Context: an optimization exercise on an open-source flow, tuned for small area. The choices shown serve that exercise and are no tape-out recipe. RTL that was checked went through simulation tests only; none was proved equivalent to the original. No driver is modelled on the clock port, so clock power and skew are understated where the tree is cut down; a real chip needs a root buffer or a tree. Power is estimated from default activity; no workload was simulated.

## FSM_LightStand
module FSM_LightStand(
    input i_clk,
    input i_reset,
    input [2:0] i_button,
    output o_pwm_light
    );
    wire w_wrap, w_pre_last;
    ClockDivider clkdiv(
        .i_clk(i_clk),
        .i_reset(i_reset),
        .o_wrap(w_wrap),
        .o_pre_last(w_pre_last)
    );
    wire [3:0] w_hi;
    Counter count(
        .i_clk(i_clk),
        .i_reset(i_reset),
        .i_wrap(w_wrap),
        .i_pre_last(w_pre_last),
        .o_hi(w_hi)
    );
    wire [4:1] w_light;
    Comparator comp(
        .i_hi(w_hi),
        .o_light_1(w_light[1]),
        .o_light_2(w_light[2]),
        .o_light_3(w_light[3]),
        .o_light_4(w_light[4])
    );
    wire [2:0] w_release;
    ButtonController UpBTN(
        .i_clk(i_clk),
        .i_reset(i_reset),
        .i_button(i_button[0]),
        .o_release(w_release[0])
    );
    ButtonController DownBTN(
        .i_clk(i_clk),
        .i_reset(i_reset),
        .i_button(i_button[1]),
        .o_release(w_release[1])
    );
    ButtonController OffBTN(
        .i_clk(i_clk),
        .i_reset(i_reset),
        .i_button(i_button[2]),
        .o_release(w_release[2])
    );
    wire [4:1] w_level;
    FSM_Light fsm_led(
        .i_clk(i_clk),
        .i_reset(i_reset),
        .i_button(w_release),
        .o_level(w_level)
    );
    MUX pwmsel(
        .i_clk(i_clk),
        .i_reset(i_reset),
        .i_x(w_light),
  ...
Size in the first run: roughly 250 cells after synthesis, roughly 3500 um2 of cells after synthesis.
==> module ClockDivider, before the edit <==
module ClockDivider(
    input i_clk,
    input i_reset,
    output o_wrap,
    output o_pre_last
    );
    localparam [13:0] C_RESET = 14'b10101100110000;
    localparam [13:0] C_9899  = 14'b00111000010011;
    localparam [13:0] C_LAST  = 14'b11011001100011;
    reg [13:0] r_lo;
    assign o_wrap     = &{r_lo[13], r_lo[12], ~r_lo[11], r_lo[10], r_lo[9], ~r_lo[8], ~r_lo[7], r_lo[6], r_lo[5], ~r_lo[3], r_lo[1]};
    assign o_pre_last = &{~r_lo[13], ~r_lo[12], r_lo[11], r_lo[10], r_lo[9], ~r_lo[8], ~r_lo[7], ~r_lo[6], ~r_lo[5], ~r_lo[3], r_lo[1], r_lo[0]};
    wire w_fb = ~(r_lo[13] ^ r_lo[4] ^ r_lo[7] ^ r_lo[8]) ^ o_wrap;
    always @(posedge i_clk or posedge i_reset) begin
        if (i_reset) r_lo <= C_RESET;
        else         r_lo <= {r_lo[12:0], w_fb};
    end
endmodule
==> flow/config.mk <==
export PLATFORM = sky130hd
export DESIGN_NAME = FSM_LightStand
export DESIGN_NICKNAME = FSM_LightStand
export VERILOG_FILES = /design/flow/design.v
export SDC_FILE = /design/flow/constraint.sdc
export NUM_CORES = 4
export LEC_CHECK = 0
export CAP_MARGIN = 20
export CORE_MARGIN = 2
export CORE_UTILIZATION = 40
export SLEW_MARGIN = 20
==> flow/constraint.sdc <==
create_clock -name core_clock -period 10.0 [get_ports {i_clk}]
set_input_delay 2.0000 -clock core_clock [delete_from_list [all_inputs] [get_ports {i_clk}]]
set_output_delay 2.0000 -clock core_clock [all_outputs]
set_load 0.01 [all_outputs]
standard.sh (not shown) runs the stock make flow with config.mk's settings and CLKGATE_MAP_FILE= SYNTH_SCRIPT=/design/flow/synth_recipe.tcl, a recipe that flattens the netlist after the stock synthesis.
==> flow/flow/run.sh <==
#!/bin/bash
# The standard synthesis and layout (standard.sh), with these changes
# to how the layout is made:
#  - clock tree: three buf_12, each at the centre of an equal share of
#    the flip-flops, driven by the clock port (flow/pre_cts.tcl replaces
#    clock_tree_synthesis)
#  - after CTS, combinational cells and buffers go down to the smallest
#    drive strength that leaves no slew, cap or timing violation
#    (flow/post_cts.tcl)
#  - port buffers are buf_1; repair aims at the library's own cap and slew
#    limits; core utilization 70%
# ORFS writes each step's full log under orfs/logs/; this script's own
# output goes to flow_run.log.
set -euo pipefail
export FLOW_CLK_BUF=sky130_fd_sc_hd__buf_12
export FLOW_CLK_K=3
bash standard.sh \
  "PRE_CTS_TCL=$PWD/flow/pre_cts.tcl" "POST_CTS_TCL=$PWD/flow/post_cts.tcl" \
  "BUFFER_PORTS_ARGS=-buffer_cell sky130_fd_sc_hd__buf_1" \
  CAP_MARGIN=0 SLEW_MARGIN=0 CORE_UTILIZATION=70 \
  finish > flow_run.log 2>&1
Other scripts of this flow, unchanged in this note and not shown: flow/flow/post_cts.tcl, flow/flow/pre_cts.tcl
The first run finished with timing, DRC and antenna clean.
Change:
--- a/flow/design.v
+++ b/flow/design.v
@@ -5,13 +5,13 @@
     output o_wrap,
     output o_pre_last
     );
-    localparam [13:0] C_RESET = 14'b10101100110000;
-    localparam [13:0] C_9899  = 14'b00111000010011;
-    localparam [13:0] C_LAST  = 14'b11011001100011;
+    localparam [13:0] C_RESET = 14'b00111010110010;
+    localparam [13:0] C_9899  = 14'b00101010001010;
+    localparam [13:0] C_LAST  = 14'b11100011001110;
     reg [13:0] r_lo;
-    assign o_wrap     = &{r_lo[13], r_lo[12], ~r_lo[11], r_lo[10], r_lo[9], ~r_lo[8], ~r_lo[7], r_lo[6], r_lo[5], ~r_lo[3], r_lo[1]};
-    assign o_pre_last = &{~r_lo[13], ~r_lo[12], r_lo[11], r_lo[10], r_lo[9], ~r_lo[8], ~r_lo[7], ~r_lo[6], ~r_lo[5], ~r_lo[3], r_lo[1], r_lo[0]};
-    wire w_fb = ~(r_lo[13] ^ r_lo[4] ^ r_lo[7] ^ r_lo[8]) ^ o_wrap;
+    assign o_wrap     = &{r_lo[13], r_lo[12], r_lo[11], ~r_lo[10], r_lo[7], r_lo[6], ~r_lo[5], r_lo[3], r_lo[2], r_lo[1], ~r_lo[0]};
+    assign o_pre_last = &{~r_lo[12], r_lo[11], ~r_lo[10], r_lo[9], ~r_lo[8], r_lo[7], ~r_lo[6], ~r_lo[5], ~r_lo[4], r_lo[3], ~r_lo[2], ~r_lo[0]};
+    wire w_fb = ~(r_lo[13] ^ r_lo[1] ^ r_lo[3] ^ r_lo[12]) ^ o_wrap;
     always @(posedge i_clk or posedge i_reset) begin
         if (i_reset) r_lo <= C_RESET;
         else         r_lo <= {r_lo[12:0], w_fb};
The new run completed without violations.
Die area is lower slightly.
Cell area is lower slightly.
Power is about the same.
Flip-flop and latch count is unchanged.
Via count is lower slightly.
No functional check of the RTL was part of any run of this note. No run of this note takes its clock network from TritonCTS; it comes from the design's own scripts or RTL.

---

== v6 ==
FSM_LightStand, a different RTL version from the one above (not shown whole).
Size: about 85 flip-flops, ~6 I/O pins, ~0.0035 mm^2 of cells after synthesis.
==> module ClockDivider, before the edit <==
module ClockDivider(
    input i_clk,
    input i_reset,
    output o_wrap,
    output o_pre_last
    );
    localparam [13:0] C_RESET = 14'b00111010110010;
    localparam [13:0] C_9899  = 14'b00101010001010;
    localparam [13:0] C_LAST  = 14'b11100011001110;
    reg [13:0] r_lo;
    assign o_wrap     = &{r_lo[13], r_lo[12], r_lo[11], ~r_lo[10], r_lo[7], r_lo[6], ~r_lo[5], r_lo[3], r_lo[2], r_lo[1], ~r_lo[0]};
    assign o_pre_last = &{~r_lo[12], r_lo[11], ~r_lo[10], r_lo[9], ~r_lo[8], r_lo[7], ~r_lo[6], ~r_lo[5], ~r_lo[4], r_lo[3], ~r_lo[2], ~r_lo[0]};
    wire w_fb = ~(r_lo[13] ^ r_lo[1] ^ r_lo[3] ^ r_lo[12]) ^ o_wrap;
    always @(posedge i_clk or posedge i_reset) begin
        if (i_reset) r_lo <= C_RESET;
        else         r_lo <= {r_lo[12:0], w_fb};
    end
endmodule
==> module ButtonController, before the edit <==
module ButtonController(
    input i_clk,
    input i_reset,
    input i_button,
    output o_release
    );
    localparam [19:0] S_0   = 20'b00000000110101100100;
    localparam [19:0] S_END = 20'b10000001011010110010;
    reg r_prevState;
    reg [19:0] r_lfsr;
    wire w_en   = i_button ^ r_prevState;
    wire w_term = &{r_lfsr[19], ~r_lfsr[18], ~r_lfsr[17], ~r_lfsr[16], ~r_lfsr[15], ~r_lfsr[14], ~r_lfsr[13], ~r_lfsr[11], r_lfsr[10], r_lfsr[9], ~r_lfsr[8], r_lfsr[7], ~r_lfsr[6], r_lfsr[5], r_lfsr[4], ~r_lfsr[3], ~r_lfsr[2], r_lfsr[1], ~r_lfsr[0]};
    wire w_fb   = ~(r_lfsr[19] ^ r_lfsr[2]);
    assign o_release = w_en & w_term & r_prevState;
    always @(posedge i_clk or posedge i_reset) begin
        if (i_reset) begin
            r_prevState <= 1'b0;
            r_lfsr <= S_0;
        end
        else if (w_en) begin
            r_lfsr <= {r_lfsr[18:13], r_lfsr[12] ^ w_term, r_lfsr[11:0], w_fb};
            if (w_term) r_prevState <= ~r_prevState;
        end
    end
endmodule
==> module FSM_Light, before the edit <==
module FSM_Light(
    input i_clk,
    input i_reset,
    input [2:0] i_button,
    output [4:1] o_level
    );
    reg [2:0] r_level;
    wire w_top  = r_level[2] & ~r_level[0];    
    wire w_up   = i_button[0] & ~w_top;
    wire w_down = i_button[1] & ~w_up;
    wire w_hold = ~(w_up | i_button[1] | i_button[2]);
    assign o_level[1] = r_level[1] | r_level[0];
    assign o_level[2] = r_level[1];
    assign o_level[3] = r_level[2];
    assign o_level[4] = r_level[2] & ~r_level[0];
    always @(posedge i_clk or posedge i_reset) begin
        if (i_reset)
            r_level <= 3'b000;
        else begin
            r_level[0] <= (w_up & ~r_level[2]) | (w_down & r_level[1]) | (w_hold & r_level[0]);
            r_level[1] <= (w_up & (r_level[1] | r_level[0])) | (w_down & r_level[2]) | (w_hold & r_level[1]);
            r_level[2] <= (w_up & r_level[1]) | (w_down & r_level[2] & ~r_level[0]) | (w_hold & r_level[2]);
        end
    end
endmodule
Settings: LEC_CHECK=0, CAP_MARGIN=20, CORE_MARGIN=2, CORE_UTILIZATION=40, SLEW_MARGIN=20; clock period 10.0 ns.
Scripts as last shown in full above: flow/flow/run.sh
Other scripts of this flow, unchanged in this note and not shown: flow/flow/post_cts.tcl, flow/flow/pre_cts.tcl
Per the final summary, v6 finished and its layout is clean on timing, DRC and antenna.
> inputs changed (v6 -> v7)
--- a/flow/design.v
+++ b/flow/design.v
@@ -3,17 +3,17 @@
     input i_clk,
     input i_reset,
     output o_wrap,
     output o_pre_last
     );
-    localparam [13:0] C_RESET = 14'b00111010110010;
-    localparam [13:0] C_9899  = 14'b00101010001010;
-    localparam [13:0] C_LAST  = 14'b11100011001110;
+    localparam [13:0] C_RESET = 14'b10000001011110;
+    localparam [13:0] C_9899  = 14'b01100000111101;
+    localparam [13:0] C_LAST  = 14'b01100110100010;
     reg [13:0] r_lo;
-    assign o_wrap     = &{r_lo[13], r_lo[12], r_lo[11], ~r_lo[10], r_lo[7], r_lo[6], ~r_lo[5], r_lo[3], r_lo[2], r_lo[1], ~r_lo[0]};
-    assign o_pre_last = &{~r_lo[12], r_lo[11], ~r_lo[10], r_lo[9], ~r_lo[8], r_lo[7], ~r_lo[6], ~r_lo[5], ~r_lo[4], r_lo[3], ~r_lo[2], ~r_lo[0]};
-    wire w_fb = ~(r_lo[13] ^ r_lo[1] ^ r_lo[3] ^ r_lo[12]) ^ o_wrap;
+    assign o_wrap     = &{~r_lo[13], r_lo[12], r_lo[11], ~r_lo[10], ~r_lo[9], r_lo[8], r_lo[7], ~r_lo[6], r_lo[5], ~r_lo[3], r_lo[1], ~r_lo[0]};
+    assign o_pre_last = &{~r_lo[13], r_lo[12], r_lo[11], ~r_lo[10], ~r_lo[9], ~r_lo[8], ~r_lo[7], ~r_lo[6], r_lo[5], r_lo[4], r_lo[3], ~r_lo[1]};
+    wire w_fb = ~(r_lo[13] ^ r_lo[5] ^ r_lo[9] ^ r_lo[12]) ^ o_wrap;
     always @(posedge i_clk or posedge i_reset) begin
         if (i_reset) r_lo <= C_RESET;
         else         r_lo <= {r_lo[12:0], w_fb};
     end
 endmodule
@@ -51,25 +51,25 @@
     input i_clk,
     input i_reset,
     input i_button,
     output o_release
     );
-    localparam [19:0] S_0   = 20'b00000000110101100100;
-    localparam [19:0] S_END = 20'b10000001011010110010;
+    localparam [19:0] S_0   = 20'b00000001101011001000;
+    localparam [19:0] S_END = 20'b00000010110101100100;
     reg r_prevState;
     reg [19:0] r_lfsr;
     wire w_en   = i_button ^ r_prevState;
-    wire w_term = &{r_lfsr[19], ~r_lfsr[18], ~r_lfsr[17], ~r_lfsr[16], ~r_lfsr[15], ~r_lfsr[14], ~r_lfsr[13], ~r_lfsr[11], r_lfsr[10], r_lfsr[9], ~r_lfsr[8], r_lfsr[7], ~r_lfsr[6], r_lfsr[5], r_lfsr[4], ~r_lfsr[3], ~r_lfsr[2], r_lfsr[1], ~r_lfsr[0]};
+    wire w_term = &{~r_lfsr[19], ~r_lfsr[18], ~r_lfsr[17], ~r_lfsr[16], ~r_lfsr[15], ~r_lfsr[14], ~r_lfsr[12], r_lfsr[11], r_lfsr[10], ~r_lfsr[9], r_lfsr[8], ~r_lfsr[7], r_lfsr[6], r_lfsr[5], ~r_lfsr[4], ~r_lfsr[3], r_lfsr[2], ~r_lfsr[1], ~r_lfsr[0]};
     wire w_fb   = ~(r_lfsr[19] ^ r_lfsr[2]);
     assign o_release = w_en & w_term & r_prevState;
     always @(posedge i_clk or posedge i_reset) begin
         if (i_reset) begin
             r_prevState <= 1'b0;
             r_lfsr <= S_0;
         end
         else if (w_en) begin
-            r_lfsr <= {r_lfsr[18:13], r_lfsr[12] ^ w_term, r_lfsr[11:0], w_fb};
+            r_lfsr <= {r_lfsr[18:14], r_lfsr[13] ^ w_term, r_lfsr[12:0], w_fb};
             if (w_term) r_prevState <= ~r_prevState;
         end
     end
 endmodule
 `timescale 1ns / 1ps
@@ -78,14 +78,13 @@
     input i_reset,
     input [2:0] i_button,
     output [4:1] o_level
     );
     reg [2:0] r_level;
-    wire w_top  = r_level[2] & ~r_level[0];    
-    wire w_up   = i_button[0] & ~w_top;
-    wire w_down = i_button[1] & ~w_up;
-    wire w_hold = ~(w_up | i_button[1] | i_button[2]);
+    wire w_up   = i_button[0];
+    wire w_down = i_button[1] & ~i_button[0];
+    wire w_hold = ~(i_button[0] | i_button[1] | i_button[2]);
     assign o_level[1] = r_level[1] | r_level[0];
     assign o_level[2] = r_level[1];
     assign o_level[3] = r_level[2];
     assign o_level[4] = r_level[2] & ~r_level[0];
     always @(posedge i_clk or posedge i_reset) begin
Findings:
Area fraction in compound gates after synthesis ended up 1.1 points higher on v7 than on v6.
Summary — share of total power in combinational logic, v7 relative to v6: lower, by 1.8 points.
Relative to v6, the wire length of the first global-routing pass of v7 is lower by 130 um.
There was hardly any difference in worst hold slack between v7 and v6.
Comparing v7 and v6, area of all placed cells without fillers is higher on v7.
Diff v6 -> v7 | iteration-0 DRC count of the detailed router | down by more than half
v7 vs. v6: sum of met3 wire segment lengths after detailed routing decreased by 1 um relative to the old numbers; overall routing resource usage decreased by 0.79 points relative to the old numbers; average cell area after synthesis decreased by 14% relative to the old numbers.
No functional check of the RTL was part of v7. In every run of this note, the design's own scripts or RTL, not TritonCTS, make the clock network.

## re-timing with driven ports
Ports are ideal in the flow. The routed layouts listed here were re-timed in OpenROAD.
Step 1 (the two cells are an assumption about what drives the block):
set clk [get_ports {i_clk}]
set_driving_cell -lib_cell sky130_fd_sc_hd__clkbuf_16 $clk
set_driving_cell -lib_cell sky130_fd_sc_hd__buf_2 [delete_from_list [all_inputs] $clk]
Step 2 also shifts input and output timing later by t, the mid clock arrival at the registers, as if the neighbouring blocks saw the same clock.
a / b / c = ideal / step 1 / step 2; a / b = the first two.
run	t, ns	setup WS [ns]	worst setup path after step 2	worst data-port slew with drivers (ns)
the first run of note 1	0.197	6.497 / 6.536 / 6.339	input to register	0.03
the second run of note 1	0.195	6.479 / 6.515 / 6.320	input to register	0.03
v6	0.201	6.484 / 6.527 / 6.326	input to register	0.04
v7	0.202	6.604 / 6.652 / 6.450	input to register	0.03
After both steps setup and hold are still met in every run listed. The setup slack of the second run of note 1, which loses most, moves by +0.036 ns with the drivers and by -0.159 ns with both steps.
